Source: an optimization exercise on an open RTL-to-GDS flow (aim: small area, a short achievable clock period and few clock cycles). Production flows keep margins and buffers that such runs may drop.
In this exercise RTL edits were held to simulation tests only and were not proved equivalent to the original.
Power is estimated from default activity; no workload was simulated.

Setup of run 1:
==> flow/design.v (excerpt) <==
module spu(
input  clk,
input  rst,
input  start,
output stop,
input   [15:0] im_r_data,
output  [7:0]  im_addr,
output  [7:0] dm_addr,
output  dm_wr,
input  [15:0] dm_r_data,
output [15:0] dm_w_data
);
localparam [3:0] OP_LOAD  = 4'd0,
                 OP_STORE = 4'd1,
                 OP_ADD   = 4'd2,
                 OP_LOAC  = 4'd3,
                 OP_SUB   = 4'd4,
                 OP_JMPZ  = 4'd5,
                 OP_JUMP  = 4'd6,
                 OP_STOP  = 4'd15;
reg  [7:0]  pc;       
reg         fv;       
reg  [15:0] ir;       
reg         vd;       
reg         stopd;    
reg  [15:0] oha;      
reg  [15:0] ohb;      
reg         lcd;      
reg         fwda;     
reg         fwdb;     
reg  [15:0] a;        
reg  [15:0] b;        
reg         cin;      
reg  [7:0]  imme;     
reg  [7:0]  tgte;     
reg  [3:0]  rae;      
reg         we_e;     
reg         ld_e;     
reg         st_e;     
reg         jz_e;     
reg  [15:0] rf [0:15];
wire [3:0]  op_f = im_r_data[15:12];
wire [3:0]  op_d = ir[15:12];
wire [16:0] sum17 = {a, 1'b1} + {b, cin};
wire [15:0] alu   = sum17[16:1];
wire [15:0] res   = ld_e ? dm_r_data : alu;
wire        taken = jz_e & (a == 16'd0);
reg rst_q;
always @(posedge clk)
  rst_q <= rst;
wire [15:0] wd   = res & {16{~rst_q}};
wire [15:0] wsel = {16{rst_q}} | ({16{we_e}} & (16'd1 << rae));
always @(posedge clk) begin: rf_write
  integer i;
  for (i = 0; i < 16; i = i + 1)
    rf[i] <= (wd & {16{wsel[i]}}) | (rf[i] & {16{~wsel[i]}});
end
reg  [15:0] rda, rdb;
always @(*) begin: rf_read
  integer i;
  rda = {8'h00, ir[7:0] & {8{lcd}}};
  rdb = 16'd0;
  for (i = 0; i < 16; i = i + 1) begin
    rda = rda | (rf[i] & {16{oha[i]}});
    rdb = rdb | (rf[i] & {16{ohb[i]}});
  end
end
wire [15:0] va     = fwda ? res : rda;
wire [15:0] vb     = fwdb ? res : rdb;
wire        sub_d  = (op_d == OP_SUB);
wire        jz_d   = (op_d == OP_JMPZ);
wire [7:0]  tgt_d  = pc + ir[7:0] + 8'hff;    
wire        taken_d = vd & jz_d & ~fwda & ~taken & (rda == 16'd0);
wire        go_d   = vd & ~taken;
wire        we_n   = go_d & ((op_d == OP_LOAD) | (op_d == OP_ADD) | (op_d == OP_SUB) | (op_d == OP_LOAC));
always @(posedge clk) begin
  a    <= va;
  b    <= sub_d ? ~vb : vb;
  ...
Size: ~1300 cells after synthesis, roughly 69 I/O pins.
Settings: LEC_CHECK=0, ABC_CLOCK_PERIOD_IN_PS=2800, CAP_MARGIN=20, CORE_MARGIN=2, CORE_UTILIZATION=40, SETUP_SLACK_MARGIN=5, SLEW_MARGIN=20; clock period 8.0 ns.
standard.sh (not shown) runs the stock make flow with config.mk's settings and CLKGATE_MAP_FILE= SYNTH_SCRIPT=/design/flow/synth_recipe.tcl, a recipe that flattens the netlist after the stock synthesis.
==> flow/flow/run.sh <==
#!/bin/bash
# Layout flow: the standard ORFS layout (standard.sh, with the standard
# synthesis unchanged), except that the port buffers are plain buf_2 cells
# rather than the delay-cell buffers the resizer picks by default (the
# platform matches cell footprints when resizing, so a delay cell can never
# become a plain buffer later). Every port still gets its own buffer.
# make's full output goes to flow_make.log; each ORFS step writes its own log
# under orfs/logs/.
set -uo pipefail
bash standard.sh "BUFFER_PORTS_ARGS=-buffer_cell sky130_fd_sc_hd__buf_2" finish > flow_make.log 2>&1
status=$?
tail -n 40 flow_make.log
exit $status
Testbench counts of run 1, summed over its fixed seeds: cycles 54,590.
Inputs modified between run 1 and run 2:
==> flow/run.sh (new file) <==
#!/bin/bash
# synth_recipe.tcl (not shown) runs the flow's synth.tcl, then flattens the netlist and writes it again
# the make line also repeats each setting of config.mk as NAME=value (left out here)
make -C /OpenROAD-flow-scripts/flow DESIGN_CONFIG=/design/flow/config.mk WORK_HOME=/design/flow/orfs CLKGATE_MAP_FILE= SYNTH_SCRIPT=/design/flow/synth_recipe.tcl finish
removed: flow/flow/run.sh
removed: flow/standard.sh
Findings:
- Run 2 vs. run 1: power dissipated by switching net loads went down by about 2.8%.
- Diff run 1 -> run 2 | internal cell power | decrease of about 3.6%
- Compared with run 1, in run 2 clock-buffer cell count now smaller, number of antenna violations at the first check in global routing now smaller.
- Run 2 -> run 1: routed wire length flat
- Diff run 1 -> run 2: combinational power rose about 1%, highest fanout seen on the critical path rose 5.
- [compare] base=run 1 new=run 2: total power after layout fell about 3.4%, final area rose 1.0%, well-tap cell count about even.
- No stage failed in run 2, and the final checks on the layout all came back clean.
Relative to run 2, the following input files were edited for run 3:
Settings: SETUP_SLACK_MARGIN: 5 -> unset.
==> flow/flow/run.sh (new file) <==
#!/bin/bash
# Layout flow: the standard ORFS layout (standard.sh, with the standard
# synthesis unchanged), except that the port buffers are plain buf_2 cells
# rather than the delay-cell buffers the resizer picks by default (the
# platform matches cell footprints when resizing, so a delay cell can never
# become a plain buffer later). Every port still gets its own buffer.
# make's full output goes to flow_make.log; each ORFS step writes its own log
# under orfs/logs/.
set -uo pipefail
bash standard.sh "BUFFER_PORTS_ARGS=-buffer_cell sky130_fd_sc_hd__buf_2" SETUP_SLACK_MARGIN=5.3 finish > flow_make.log 2>&1
status=$?
tail -n 40 flow_make.log
exit $status
==> flow/standard.sh (new file) <==
#!/bin/bash
# synth_recipe.tcl (not shown) runs the flow's synth.tcl, then flattens the netlist and writes it again
# the make line also repeats each setting of config.mk as NAME=value (left out here)
make -C /OpenROAD-flow-scripts/flow DESIGN_CONFIG=/design/flow/config.mk WORK_HOME=/design/flow/orfs CLKGATE_MAP_FILE= SYNTH_SCRIPT=/design/flow/synth_recipe.tcl "${@:-finish}"
removed: flow/run.sh
--- outcome ---
Run 3 ended with every stage complete and zero timing, DRC or antenna violations.
Run 3: count of clock-buffer cells in the layout higher than run 2
Compared with run 2, run 3 shows fraction of area in multi-input gates higher by 0.43 points.
Diff run 2 -> run 3: switching component of the power went up, total power after layout up 6.4%, power share of the sequential group has decreased.
Number of max-slew violations in the final report: run 3 vs run 2 identical
Source-to-sink clock delay at the later pin of the worst-skew pair delta (run 2 -> run 3): insignificant
The aggregate routed wire length in run 3 was higher than what run 2 gave.
Smallest setup slack after layout up 0.15 ns in run 3 wrt run 2
Run 3 vs run 2 — clock period minus final worst setup slack dropped 0.15 ns.
Looking at sum of met3 wire segment lengths after detailed routing, run 3 sits 9.4% above run 2.
### run 3 -> run 4
==> flow/flow/run.sh <==
#!/bin/bash
set -uo pipefail
bash standard.sh SETUP_SLACK_MARGIN=5.6 finish > flow_make.log 2>&1
status=$?
tail -n 40 flow_make.log
exit $status
==> comparison <==
Both conditions hold for run 4: the flow ran to the end and the final layout passed the timing, design-rule and antenna checks.
Route | run 4 vs run 3 | wire longer in run 4
Changes observed in run 4 relative to run 3: worst hold slack saw a decrease, cell count of the worst reg-to-reg path shows a reduction of 1.

---

Another version of the RTL of spu (not shown whole).
For scale: roughly 360 flip-flops, roughly 69 I/O pins.
==> flow/design.v (excerpt) <==
module spu(
input  clk,
input  rst,
input  start,
output stop,
input   [15:0] im_r_data,
output  [7:0]  im_addr,
output  [7:0] dm_addr,
output  dm_wr,
input  [15:0] dm_r_data,
output [15:0] dm_w_data
);
localparam [3:0] OP_LOAD  = 4'd0,
                 OP_STORE = 4'd1,
                 OP_ADD   = 4'd2,
                 OP_LOAC  = 4'd3,
                 OP_SUB   = 4'd4,
                 OP_JMPZ  = 4'd5,
                 OP_JUMP  = 4'd6,
                 OP_STOP  = 4'd15;
reg  [7:0]  pc;       
reg         fv;       
reg  [15:0] ir;       
reg         vd;       
reg         stopd;    
reg  [15:0] oha;      
reg  [15:0] ohb;      
reg         lcd;      
reg         fwda;     
reg         fwdb;     
reg  [15:0] a;        
reg  [15:0] b;        
reg         cin;      
reg  [3:0]  rae;      
reg         we_e;     
reg         ld_e;     
reg         st_e;     
reg         jz_e;     
reg  [15:0] rf [0:15];
wire [3:0]  op_f = im_r_data[15:12];
wire [3:0]  op_d = ir[15:12];
wire [16:0] sum17 = {a, 1'b1} + {b, cin};
wire [15:0] alu   = sum17[16:1];
wire [15:0] res   = ld_e ? dm_r_data : alu;
wire        taken = jz_e & (a == 16'd0);
reg rst_q;
always @(posedge clk)
  rst_q <= rst;
wire [15:0] wd   = res & {16{~rst_q}};
wire [15:0] wsel = {16{rst_q}} | ({16{we_e}} & (16'd1 << rae));
always @(posedge clk) begin: rf_write
  integer i;
  for (i = 0; i < 16; i = i + 1)
    rf[i] <= (wd & {16{wsel[i]}}) | (rf[i] & {16{~wsel[i]}});
end
reg  [15:0] rda, rdb;
always @(*) begin: rf_read
  integer i;
  rda = {8'h00, ir[7:0] & {8{lcd}}};
  rdb = 16'd0;
  for (i = 0; i < 16; i = i + 1) begin
    rda = rda | (rf[i] & {16{oha[i]}});
    rdb = rdb | (rf[i] & {16{ohb[i]}});
  end
end
wire [15:0] va     = fwda ? res : rda;
wire [15:0] vb     = fwdb ? res : rdb;
wire        sub_d  = (op_d == OP_SUB);
wire        jz_d   = (op_d == OP_JMPZ);
wire        ls_d   = (op_d == OP_LOAD) | (op_d == OP_STORE);
wire [7:0]  tgt_d  = pc + ir[7:0] + 8'hff;    
wire        taken_d = vd & jz_d & ~fwda & ~taken & (rda == 16'd0);
wire        go_d   = vd & ~taken;
wire        we_n   = go_d & ((op_d == OP_LOAD) | (op_d == OP_ADD) | (op_d == OP_SUB) | (op_d == OP_LOAC));
always @(posedge clk) begin
  a    <= va;
  ...
Settings: LEC_CHECK=0, ABC_CLOCK_PERIOD_IN_PS=2800, CAP_MARGIN=20, CORE_MARGIN=2, CORE_UTILIZATION=55, CTS_BUF_LIST=sky130_fd_sc_hd__clkbuf_8, CTS_CLUSTER_DIAMETER=60, CTS_CLUSTER_SIZE=16, SETUP_SLACK_MARGIN=5, SLEW_MARGIN=20; clock period 8.0 ns.
==> flow/flow/run.sh <==
#!/bin/bash
# Layout flow: the standard ORFS layout (standard.sh, with the standard
# synthesis unchanged), except that the port buffers are plain buf_2 cells
# rather than the delay-cell buffers the resizer picks by default (the
# platform matches cell footprints when resizing, so a delay cell can never
# become a plain buffer later). Every port still gets its own buffer.
# make's full output goes to flow_make.log; each ORFS step writes its own log
# under orfs/logs/.
set -uo pipefail
bash standard.sh "BUFFER_PORTS_ARGS=-buffer_cell sky130_fd_sc_hd__buf_2" finish > flow_make.log 2>&1
status=$?
tail -n 40 flow_make.log
exit $status
Testbench counts at the start, summed over its fixed seeds: cycles 54,590.
Next try:
--- a/flow/config.mk
+++ b/flow/config.mk
@@ -8 +8 @@
-export ABC_CLOCK_PERIOD_IN_PS = 2800
+export ABC_AREA = 1
@@ -11 +11 @@
-export CORE_UTILIZATION = 55
+export CORE_UTILIZATION = 40
Setup slack is better by 0.12 ns.
Total power is lower slightly.
Cell count climbs by well over a third.

---

== run A ==
Another version of the RTL of spu (not shown whole).
For scale: about 1300 cells after synthesis, about 69 I/O pins, ~16000 µm² of cells after synthesis.
==> flow/config.mk <==
export PLATFORM = sky130hd
export DESIGN_NAME = spu
export DESIGN_NICKNAME = spu
export VERILOG_FILES = /design/flow/design.v
export SDC_FILE = /design/flow/constraint.sdc
export NUM_CORES = 4
export LEC_CHECK = 0
export ABC_CLOCK_PERIOD_IN_PS = 2800
export CAP_MARGIN = 20
export CORE_MARGIN = 2
export CORE_UTILIZATION = 40
export CTS_BUF_LIST = sky130_fd_sc_hd__clkbuf_8
export CTS_CLUSTER_DIAMETER = 60
export CTS_CLUSTER_SIZE = 16
export SLEW_MARGIN = 20
==> flow/constraint.sdc <==
create_clock -name core_clock -period 8.0 [get_ports {clk}]
set_input_delay 1.6000 -clock core_clock [delete_from_list [all_inputs] [get_ports {clk}]]
set_output_delay 1.6000 -clock core_clock [all_outputs]
set_load 0.01 [all_outputs]
==> flow/flow/run.sh <==
#!/bin/bash
# Layout flow: the standard ORFS layout (standard.sh, with the standard
# synthesis unchanged), except that the port buffers are plain buf_2 cells
# rather than the delay-cell buffers the resizer picks by default (the
# platform matches cell footprints when resizing, so a delay cell can never
# become a plain buffer later). Every port still gets its own buffer.
# make's full output goes to flow_make.log; each ORFS step writes its own log
# under orfs/logs/.
set -uo pipefail
bash standard.sh "BUFFER_PORTS_ARGS=-buffer_cell sky130_fd_sc_hd__buf_2" SETUP_SLACK_MARGIN=5.4 finish > flow_make.log 2>&1
status=$?
tail -n 40 flow_make.log
exit $status
Run A: all stages complete, timing, DRC and antenna checks passed
Testbench counts of run A, summed over its fixed seeds: cycles 55,329.
diff inputs: run A => run B
- changing CTS_CLUSTER_SIZE from 16 to 24
- changing CORE_UTILIZATION from 40 to 30
- changing CTS_CLUSTER_DIAMETER from 60 to 80
- changing CTS_BUF_LIST from sky130_fd_sc_hd__clkbuf_8 to sky130_fd_sc_hd__clkbuf_16
-- flow/flow/run.sh --
<<< run A, line 8
# under orfs/logs/.
set -uo pipefail
bash standard.sh "BUFFER_PORTS_ARGS=-buffer_cell sky130_fd_sc_hd__buf_2" SETUP_SLACK_MARGIN=5.4 finish > flow_make.log 2>&1
status=$?
tail -n 40 flow_make.log
>>> run B, line 8
# under orfs/logs/.
set -uo pipefail
bash standard.sh "BUFFER_PORTS_ARGS=-buffer_cell sky130_fd_sc_hd__buf_2" SETUP_SLACK_MARGIN=5.25 finish > flow_make.log 2>&1
status=$?
tail -n 40 flow_make.log
## What came out
Sort run B and run A by buffer share of cell area asc -> top: run B
Diff run A -> run B: fraction of the cycle the final worst path needs closely matched the old numbers; count of vias placed by the detailed router lower; maximum frequency held steady.
Input changes introduced in run C (baseline for comparison: run B):
- a change of CTS_BUF_LIST from sky130_fd_sc_hd__clkbuf_16 to sky130_fd_sc_hd__clkbuf_8
- a change of CTS_CLUSTER_SIZE from 24 to 16
- a change of CTS_CLUSTER_DIAMETER from 80 to 60
- a change of CORE_UTILIZATION from 30 to 40
- For run C, the capturing element of the worst setup path was im_addr[5], unlike run B, where it was im_addr[1].
- In run C the fraction of met1 tracks used by global routing turned out 8.7 points higher than in run B.
- Of run C and run B, it is run C that has the higher number of global-route vias before repair.
- Compared with run B, run C shows a clock group share of total power that is 1.9 points lower.
- Looking at run B and run C, the finished layout cell area is a wash.
- Compared with run B, in run C worst path setup slack after routing went down by 0.019 ns, aggregate routed wire length has decreased, die area has decreased, count of placed standard cells in the final layout, fillers left out went down, multi-input combinational area share -0.23 points.
- Going from run B to run C, source-to-sink clock delay at the later pin of the worst-skew pair grows by 0.10 ns.
Input-level comparison between run D and run C:
- CTS_CLUSTER_SIZE changed from 16 to 12
- CTS_CLUSTER_DIAMETER changed from 60 to 50
Results
Status: leakage power total parity (run D, run C). The final reports for run D and run C show shortest clock period the worst path allows after layout lower in the former. Looking at run D and run C, the area overhead of the layout relative to synthesis is a wash. Wire: run D routes more than run C. Comparing run C against run D, there is no change at all in instance count along the most critical hold path. Per the comparison of run D with run C, count of clock-buffer cells in the layout went up; register fraction of the total cell area neither gained nor lost much.

port drivers added, routing unchanged:
No port has a modelled driver above. Below, the same layouts with a new extraction and two added sets of constraints.
Step 1, drivers: a clkbuf_16 drives clk and a buf_2 each remaining input, both assumed.
Step 2 times the ports against the registers' clock, not the clock port: input delays grow and output delays shrink by t, the midpoint of the rising clock arrivals with the driver on.
a / b / c = ideal / step 1 / step 2; a / b = the first two.
| run | t, ns | setup slack, ns | worst hold slack (ns) | latest minus earliest clock arrival (ns) | cell pins on the clock port's net |
|---|---|---|---|---|---|
| run 1 | 0.585 | 5.002 / 5.002 / 4.520 | 0.414 / 0.414 / 0.414 | 0.021 / 0.021 | 1 |
| run 2 | 0.585 | 4.967 / 4.976 / 4.415 | 0.407 / 0.407 / 0.407 | 0.015 / 0.016 | 1 |
| run 3 | 0.587 | 5.122 / 5.129 / 4.542 | 0.412 / 0.412 / 0.412 | 0.022 / 0.023 | 1 |
| run 4 | 0.588 | 5.095 / 5.106 / 4.518 | 0.404 / 0.404 / 0.404 | 0.021 / 0.020 | 1 |
| the first run of note 2 | 0.655 | 4.928 / 4.928 / 4.541 | 0.404 / 0.404 / 0.404 | 0.025 / 0.025 | 1 |
| the second run of note 2 | 0.681 | 5.048 / 4.997 / 4.600 | 0.397 / 0.397 / 0.397 | 0.058 / 0.058 | 1 |
| run A | 0.654 | 5.201 / 5.151 / 4.740 | 0.438 / 0.438 / 0.438 | 0.028 / 0.028 | 1 |
| run B | 0.593 | 5.206 / 5.150 / 4.722 | 0.441 / 0.441 / 0.441 | 0.031 / 0.031 | 1 |
| run C | 0.691 | 5.187 / 5.132 / 4.626 | 0.433 / 0.433 / 0.433 | 0.040 / 0.040 | 1 |
| run D | 0.643 | 5.235 / 5.181 / 4.626 | 0.433 / 0.433 / 0.433 | 0.043 / 0.044 | 1 |
After both steps every run listed still meets setup and hold. The setup slack of run D, which loses most, moves by -0.054 ns with the drivers and by -0.609 ns with both steps.
